This design comes from an exercise in tuning for small area and a short achievable clock period on the open sky130 flow, not from production work. Function was checked by simulation only, so behaviour that the tests miss may differ from the original.

==> flow/design.v <==
module fetch(output reg [4:0] rs,
             output reg [4:0] rt,
             output reg [4:0] rd,
             output reg [1:0] op,
             output reg       valid,
             input [31:0]     instr_in,
             input [1:0]      op_in,
             input            rst,
             input            clk);
   always @(posedge clk) begin
      valid <= ~rst & (instr_in != 32'd0);
      rs    <= instr_in[25:21];
      rt    <= instr_in[20:16];
      rd    <= instr_in[15:11];
      op    <= op_in;
   end
endmodule  
module decode (output reg [31:0] a,
               output reg [31:0] b,
               output reg [4:0]  rd,
               output reg [1:0]  op,
               output reg        zero,
               input [4:0]       f_rs,
               input [4:0]       f_rt,
               input [4:0]       f_rd,
               input [1:0]       f_op,
               input             f_valid,
               input [1023:0]    regfile,
               input             rst,
               input             clk);
   always @(posedge clk) begin
      if (rst)
        zero <= 1'b1;
      else if (f_valid)
        zero <= 1'b0;
      if (f_valid) begin
         a  <= regfile[f_rs*32 +: 32];
         b  <= regfile[f_rt*32 +: 32];
         rd <= f_rd;
         op <= f_op;
      end
   end
endmodule  
module execute(output reg [4:0]  out_rd,
               output reg [31:0] out_data,
               output [4:0]      wr_addr,
               output [31:0]     wr_data,
               input [31:0]      a,
               input [31:0]      b,
               input [4:0]       rd,
               input [1:0]       op,
               input             zero,
               input             rst,
               input             clk);
   localparam J1 = 20, J2 = 12, J3 = 5;
   function [32:0] div_row;    
      input [31:0] rem;
      input [31:0] d;
      input integer j;
      reg [32:0] t, diff;
      reg        dz, ge;
      integer    k;
      begin
         t  = {1'b0, rem} >> j;
         dz = 1'b1;
         for (k = 0; k < 32; k = k + 1)
           if (k >= 32 - j && d[k]) dz = 1'b0;
         diff = t - {1'b0, d & (32'hffffffff >> j)};
         ge = ~diff[32] & dz;
         div_row[31:0] = rem;
         for (k = 0; k < 32; k = k + 1)
           if (k >= j && ge) div_row[k] = diff[k - j];
         div_row[32] = ge;
      end
   endfunction
   reg [31:0] r1, q1, res1;
   always @* begin : c1
      reg [32:0] row;
      integer j;
      r1 = a;
      q1 = 32'd0;
      for (j = 31; j >= J1; j = j - 1) begin
         row = div_row(r1, b, j);
         r1 = row[31:0];
         q1[j] = row[32];
      end
      case (op)
        2'b00, 2'b01: res1 = a + (b ^ {32{op[0]}}) + op[0];
        2'b10: res1 = a * b;
        default: res1 = b;
      endcase
   end
   reg [31:0]      s2_rem, s2_d;
   reg [31:J1]     s2_q;
   reg             s2_div, s2_zero;
   reg [4:0]       s2_rd;
   always @(posedge clk) begin
      s2_rem  <= r1;
      s2_q    <= q1[31:J1];
      s2_d    <= res1;
      s2_div  <= op == 2'b11;
      s2_rd   <= rd;
      s2_zero <= rst | zero;
   end
   reg [31:0] r2, q2;
   always @* begin : c2
      reg [32:0] row;
      integer j;
      r2 = s2_rem;
      q2 = 32'd0;
      q2[31:J1] = s2_q;
      for (j = J1 - 1; j >= J2; j = j - 1) begin
         row = div_row(r2, s2_d, j);
         r2 = row[31:0];
         q2[j] = row[32];
      end
   end
   reg [31:0]      s3_rem, s3_d;
   reg [31:J2]     s3_q;
   reg             s3_div, s3_zero;
   reg [4:0]       s3_rd;
   always @(posedge clk) begin
      s3_rem  <= r2;
      s3_q    <= q2[31:J2];
      s3_d    <= s2_d;
      s3_div  <= s2_div;
      s3_rd   <= s2_rd;
      s3_zero <= rst | s2_zero;
   end
   reg [31:0] r3, q3;
   always @* begin : c3
      reg [32:0] row;
      integer j;
      r3 = s3_rem;
      q3 = 32'd0;
      q3[31:J2] = s3_q;
      for (j = J2 - 1; j >= J3; j = j - 1) begin
         row = div_row(r3, s3_d, j);
         r3 = row[31:0];
         q3[j] = row[32];
      end
   end
   reg [31:0]      s4_rem, s4_d;
   reg [31:J3]     s4_q;
   reg             s4_div, s4_zero;
   reg [4:0]       s4_rd;
   always @(posedge clk) begin
      s4_rem  <= r3;
      s4_q    <= q3[31:J3];
      s4_d    <= s3_d;
      s4_div  <= s3_div;
      s4_rd   <= s3_rd;
      s4_zero <= rst | s3_zero;
   end
   reg [31:0] r4, q4;
   always @* begin : c4
      reg [32:0] row;
      integer j;
      r4 = s4_rem;
      q4 = 32'd0;
      q4[31:J3] = s4_q;
      for (j = J3 - 1; j >= 0; j = j - 1) begin
         row = div_row(r4, s4_d, j);
         r4 = row[31:0];
         q4[j] = row[32];
      end
   end
   assign wr_addr = s4_zero ? 5'd0 : s4_rd;
   assign wr_data = s4_zero ? 32'd0 : (s4_div ? q4 : s4_d);
   always @(posedge clk) begin
      if (rst) begin
         out_rd   <= 5'd0;
         out_data <= 32'd0;
      end else begin
         out_rd   <= wr_addr;
         out_data <= wr_data;
      end
   end
endmodule  
module writeback(output [1023:0] regfile,
                 input [4:0]     write_addr,
                 input [31:0]    write_data,
                 input           rst,
                 input           clk);
   localparam [1023:0] INIT = {
      32'h45bafcea, 32'hee5789aa, 32'hea0c5a27, 32'h6f96f3f7,
      32'hf949358b, 32'h7542d788, 32'h0e2b660c, 32'hd2f99200,
      32'h9e5e40fb, 32'haf87bfe2, 32'h011635f4, 32'h786740fd,
      32'ha44e5587, 32'h87bbdd41, 32'hc75a7602, 32'hf3b1fbfa,
      32'h16de2d22, 32'h40b81c62, 32'he8064845, 32'h505200eb,
      32'h49afad3b, 32'hd369366a, 32'h5d7358e9, 32'h93d13470,
      32'h6604223b, 32'h187dfe03, 32'ha3c8a3e3, 32'haf33e6a0,
      32'h7b3cee55, 32'h2411d091, 32'h5db58acc, 32'h00000000};
   reg [1023:0] rf;
   assign regfile = rf;
   genvar i;
   generate
      for (i = 0; i < 32; i = i + 1) begin : g_reg
         always @ (posedge clk) begin
            if (rst)
              rf[i*32 +: 32] <= INIT[i*32 +: 32];
            else if (write_addr == i)
              rf[i*32 +: 32] <= write_data;
         end
      end
   endgenerate
endmodule  
module pa_pipeline(input         clk,
                   input         rst,
                   input [31:0]  instr_in,
                   input [1:0]   op_in,
                   output [4:0]  wb_addr,
                   output [31:0] wb_data);
   wire [4:0]    f_rs, f_rt, f_rd;
   wire [1:0]    f_op;
   wire          f_valid;
   wire [31:0]   a, b;
   wire [4:0]    rd;
   wire [1:0]    op;
   wire          zero;
   wire [4:0]    wr_addr;
   wire [31:0]   wr_data;
   wire [1023:0] regfile;
   fetch m0(f_rs, f_rt, f_rd, f_op, f_valid, instr_in, op_in, rst, clk);
   decode m1(a, b, rd, op, zero, f_rs, f_rt, f_rd, f_op, f_valid,
             regfile, rst, clk);
   execute m2(wb_addr, wb_data, wr_addr, wr_data, a, b, rd, op, zero,
              rst, clk);
   writeback m3(regfile, wr_addr, wr_data, rst, clk);
endmodule  
==> flow/run.sh <==
#!/bin/bash
# synth_recipe.tcl (not shown) runs the flow's synth.tcl, then flattens the netlist and writes it again
# the make line also repeats each setting of config.mk as NAME=value (left out here)
make -C /OpenROAD-flow-scripts/flow DESIGN_CONFIG=/design/flow/config.mk WORK_HOME=/design/flow/orfs CLKGATE_MAP_FILE= SYNTH_SCRIPT=/design/flow/synth_recipe.tcl finish
==> flow/config.mk <==
export PLATFORM = sky130hd
export DESIGN_NAME = pa_pipeline
export DESIGN_NICKNAME = pa_pipeline
export VERILOG_FILES = /design/flow/design.v
export SDC_FILE = /design/flow/constraint.sdc
export NUM_CORES = 4
export LEC_CHECK = 0
export CAP_MARGIN = 20
export CORE_MARGIN = 2
export CORE_UTILIZATION = 40
export SLEW_MARGIN = 20
==> flow/constraint.sdc <==
create_clock -name core_clock -period 80.0 [get_ports {clk}]
set_input_delay 16.0000 -clock core_clock [delete_from_list [all_inputs] [get_ports {clk}]]
set_output_delay 16.0000 -clock core_clock [all_outputs]
set_load 0.01 [all_outputs]
==> qor.yml <==
floorplan:
  chipHeight_um: 524
  fp-row-count: 190
  fp.coreArea_um2: 268000
  pin_count: 73
  fp.dieW_um: 524
  dieArea_um2: 275000
  initial_core_util_pct: 40.3
synth:
  syn_area_um2: 108000
  synth_common_cells: "nand2_1 (1460), nor2_1 (1360), dfxtp_1 (1352), a21oi_1 (887), inv_1 (874)"
  synth_edf_count: 71
  avgSynthCellArea_um2: 9.00
  ys.flop_type: "dfxtp_1"
  synth_cell_types: 100
  synth_area_leaders: "dfxtp_1 (25%), mux4_2 (13%), fa_1 (8.1%), ha_1 (8.0%), nand2_1 (5.1%)"
  postSynthCellCount: 12000
  synth_nets: 13200
  synth-seq-cells: 1423
  synth_warnings: 500
  synth.most_common_cell: "nand2_1"
  seq_area_frac_synth_pct: 27.0
  synth_top_area_cell: "dfxtp_1"
  async_flop_share_pct: 0
  synth_top_area_share_pct: 25.0
routing:
  antenna_left: 0
  drt_iter0_drc: 8968
  drc: 0
  avgRoutedWirePerCell_um: 24.4
  via_per_inst: 5.98
  first_pass_iters: 7
  vias: 91800
  wl_mm: 375
critical_path:
  crit_arrival_ps: 26910
  crit_required_ps: 80690
  critical_path_class: "reg2reg"
  cp_slowest_stage_delay_ps: 790
  r2r-start: "m1.b[13]"
  ff2ff_setup_slack_ps: 53780
  path_depth: 104
  path_buf_inv: 9
  startpoint: "m1.b[13]"
  crit_path_top_delay_cell: "o31ai_1"
  r2r-end: "m2.s2_rem[22]"
  crit_end: "m2.s2_rem[22]"
  critPathMostFrequentCell: "o21ai_0"
  critPathTopFamily: "compound AO/OA/AOI/OAI gates"
  cp-end-kind: "flip-flop"
  ff2ff_path_depth: 104
  crit_path_max_fanout: 22
  crit_path_start_kind: "flip-flop"
timing:
  fin_crit_sh_pct: 32.8
  fin_crit_ps: 26220
  fin_skew_ps: 54.6
  tns_ps: 0
  fmax_mhz: 38.1
  setup_viol: 0
  worst_pin_slew_ps: 1200
  rsz0062_at_grt: "false"
  relSlewSlack_pct: 19.8
  hold_viol_final: 0
  timing.final.max_slew_violations: 0
global_routing:
  grt_pass1_wl_mm: 562
  grt.met2_usage_pct: 43.9
  antenna_found_initial: 23
  grt_max_degree: 196
  grt_pass1_vias: 90400
  grt.total_usage_pct: 26.9
  use_met3_pct: 4.45
  top_usage_layer: "met2"
  met1_usage_pct: 34.5
  grt_overflow_total: 0
place:
  dp_cells: 15000
  portBuffers: 72
  gp_congestion: 0.945
  dpl_cell_area_um2: 112000
  hpwl_mm: 251
job:
  max_cap_viol_count: 0
clocking:
  cts_max_level: 4
  clock_sinks: 1423
  cts_setup_buffers: 0
  postCtsHoldBufs: 0
  cts_buffer_depth: 3
  clock_latency_ps: 840
  cts_tree: "yes"
  clk_pin_slew_ps: 60
  root_buffer: "clkbuf_16"
  cts_made_buffers: 155
  cts-resized-gates: 0
finish:
  layout.cells.non_filler: 15300
  layout-drive-gt1-share_pct: 12.6
  fin_area_um2: 118000
  fin_nets: 12800
  area_delta_synth_final_pct: 8.79
min_path:
  hp-class: "reg2reg"
run_status:
  status: "no timing/DRC/antenna violations"
## stage by stage
step           hold WS [ps]  worst slack [ps]  util (%)
6_report                310             53780      43.8
5_1_grt                 314             51270      43.8
4_1_cts                 306             53900      43.8
3_5_place_dp            312             54040      41.8
3_3_place_gp            310             53950      41.8
2_1_floorplan           310             59010         -
## final cells by class
cell class / count / area, µm²
inverter: 882 / 3320
multi-input combinational: 8948 / 73100
timing repair buffer: 244 / 2090
clock buffer: 209 / 4430
tap: 3552 / 4440
antenna: 11 / 27.5
clock inverter: 80 / 1030
fill: 25600 / 151000
sequential: 1423 / 29200
## sequential cells by signal, indices dropped and copies added, names as in the netlist, 5 cells and up
signal,flops
m3.rf,1024
m1.a,32
m1.b,32
m2.out_data,32
m2.s2_d,32
m2.s2_rem,32
m2.s3_d,32
m2.s3_rem,32
m2.s4_d,32
m2.s4_rem,32
m2.s4_q,27
m2.s3_q,20
m2.s2_q,12
m0.rd,5
m0.rs,5
m0.rt,5
m1.rd,5
m2.out_rd,5
m2.s2_rd,5
m2.s3_rd,5
m2.s4_rd,5
## metal layers
layer / vias to the layer above / share of wire [%]
met1: 45200 / 40
li1: 41800 / -
met2: 3927 / 46
met5: - / 0.033
met3: 897 / 8.0
met4: 18 / 5.3
## worst min path at each step
stage / start / to / slack (ps) / cells after the start
4_1_cts: m2.s2_div / m2.s3_div / 310 / 0
3_5_place_dp: m2.s2_q[29] / m2.s3_q[29] / 310 / 0
6_report: m2.s2_div / m2.s3_div / 310 / 0
3_3_place_gp: m2.s2_rem[6] / m2.s3_rem[6] / 310 / 0
5_1_grt: m2.s2_div / m2.s3_div / 310 / 0
2_1_floorplan: m2.s2_div / m2.s3_div / 310 / 0
## logic make-up (layout without fill, tap and decap cells)
kind of cell | Yosys count | in the layout | synth area share (%)
xor+xnor | 448 | 448 | 3.63
mux | 971 | 971 | 16.7
flops | 1423 | 1423 | 27.0
simple gates | 3662 | 3662 | 14.5
other cells | 0 | 11 | 0
compound gates | 2737 | 2737 | 16.4
fa+ha+maj | 1130 | 1130 | 16.1
buf+inv | 1644 | 1415 | 5.74
## worst register-to-register path: cells and delay by family (launching register included)
| family | cells | cell delay, ps |
|---|---|---|
| and+or+nand+nor | 22 | 4420 |
| muxes | 7 | 2790 |
| buffers and inverters | 9 | 1420 |
| adders and majority gates | 11 | 3810 |
| DFF | 1 | 770 |
| AOI/OAI and AO/OA | 55 | 12980 |
## cells in the final DEF (no fill, tap or decap), types with 31 or more instances in the layout
cell                n
nand2_1          1427
nor2_1           1357
dfxtp_1          1340
a21oi_1           887
inv_1             873
ha_1              691
mux4_2            640
o211ai_1          510
fa_1              439
o21ai_0           394
xnor2_1           283
mux2_2            251
o21a_1            170
buf_4             167
xor2_1            165
a21o_1            164
clkbuf_16         157
and2_1            144
nand3_1           130
nor3_1            127
a211oi_1          105
nand2b_1           89
nor2b_1            87
mux2i_1            76
clkdlybuf4s50_1    71
edfxtp_1           71
o31ai_1            67
a31oi_1            64
or3_1              58
o21bai_1           46
and3_1             45
nor4_1             38
or2_2              36
a21boi_0           34
nand2_4            32
clkbuf_8           31

afterwards: timing with drivers on the ports:
No port has a modelled driver above. Below, the same layout with a new extraction and two added sets of constraints.
Step 1 assumes that a clkbuf_16 drives the clock port and a buf_2 every other input.
Step 2 also shifts input and output timing later by t, the mid clock arrival at the registers, as if the neighbouring blocks saw the same clock.
Slacks: ideal / step 1 / step 2; pairs: ideal / step 1.
t, ns: 0.912
setup WS [ns]: 53.780 / 53.780 / 53.780
hold slack, ns: 0.310 / 0.310 / 0.310
slew at the worst register clock pin (ns): 0.08 / 0.08
After both steps setup and hold are still met in this run. The setup slack of this run moves by 0.000 ns with the drivers and by 0.000 ns with both steps.
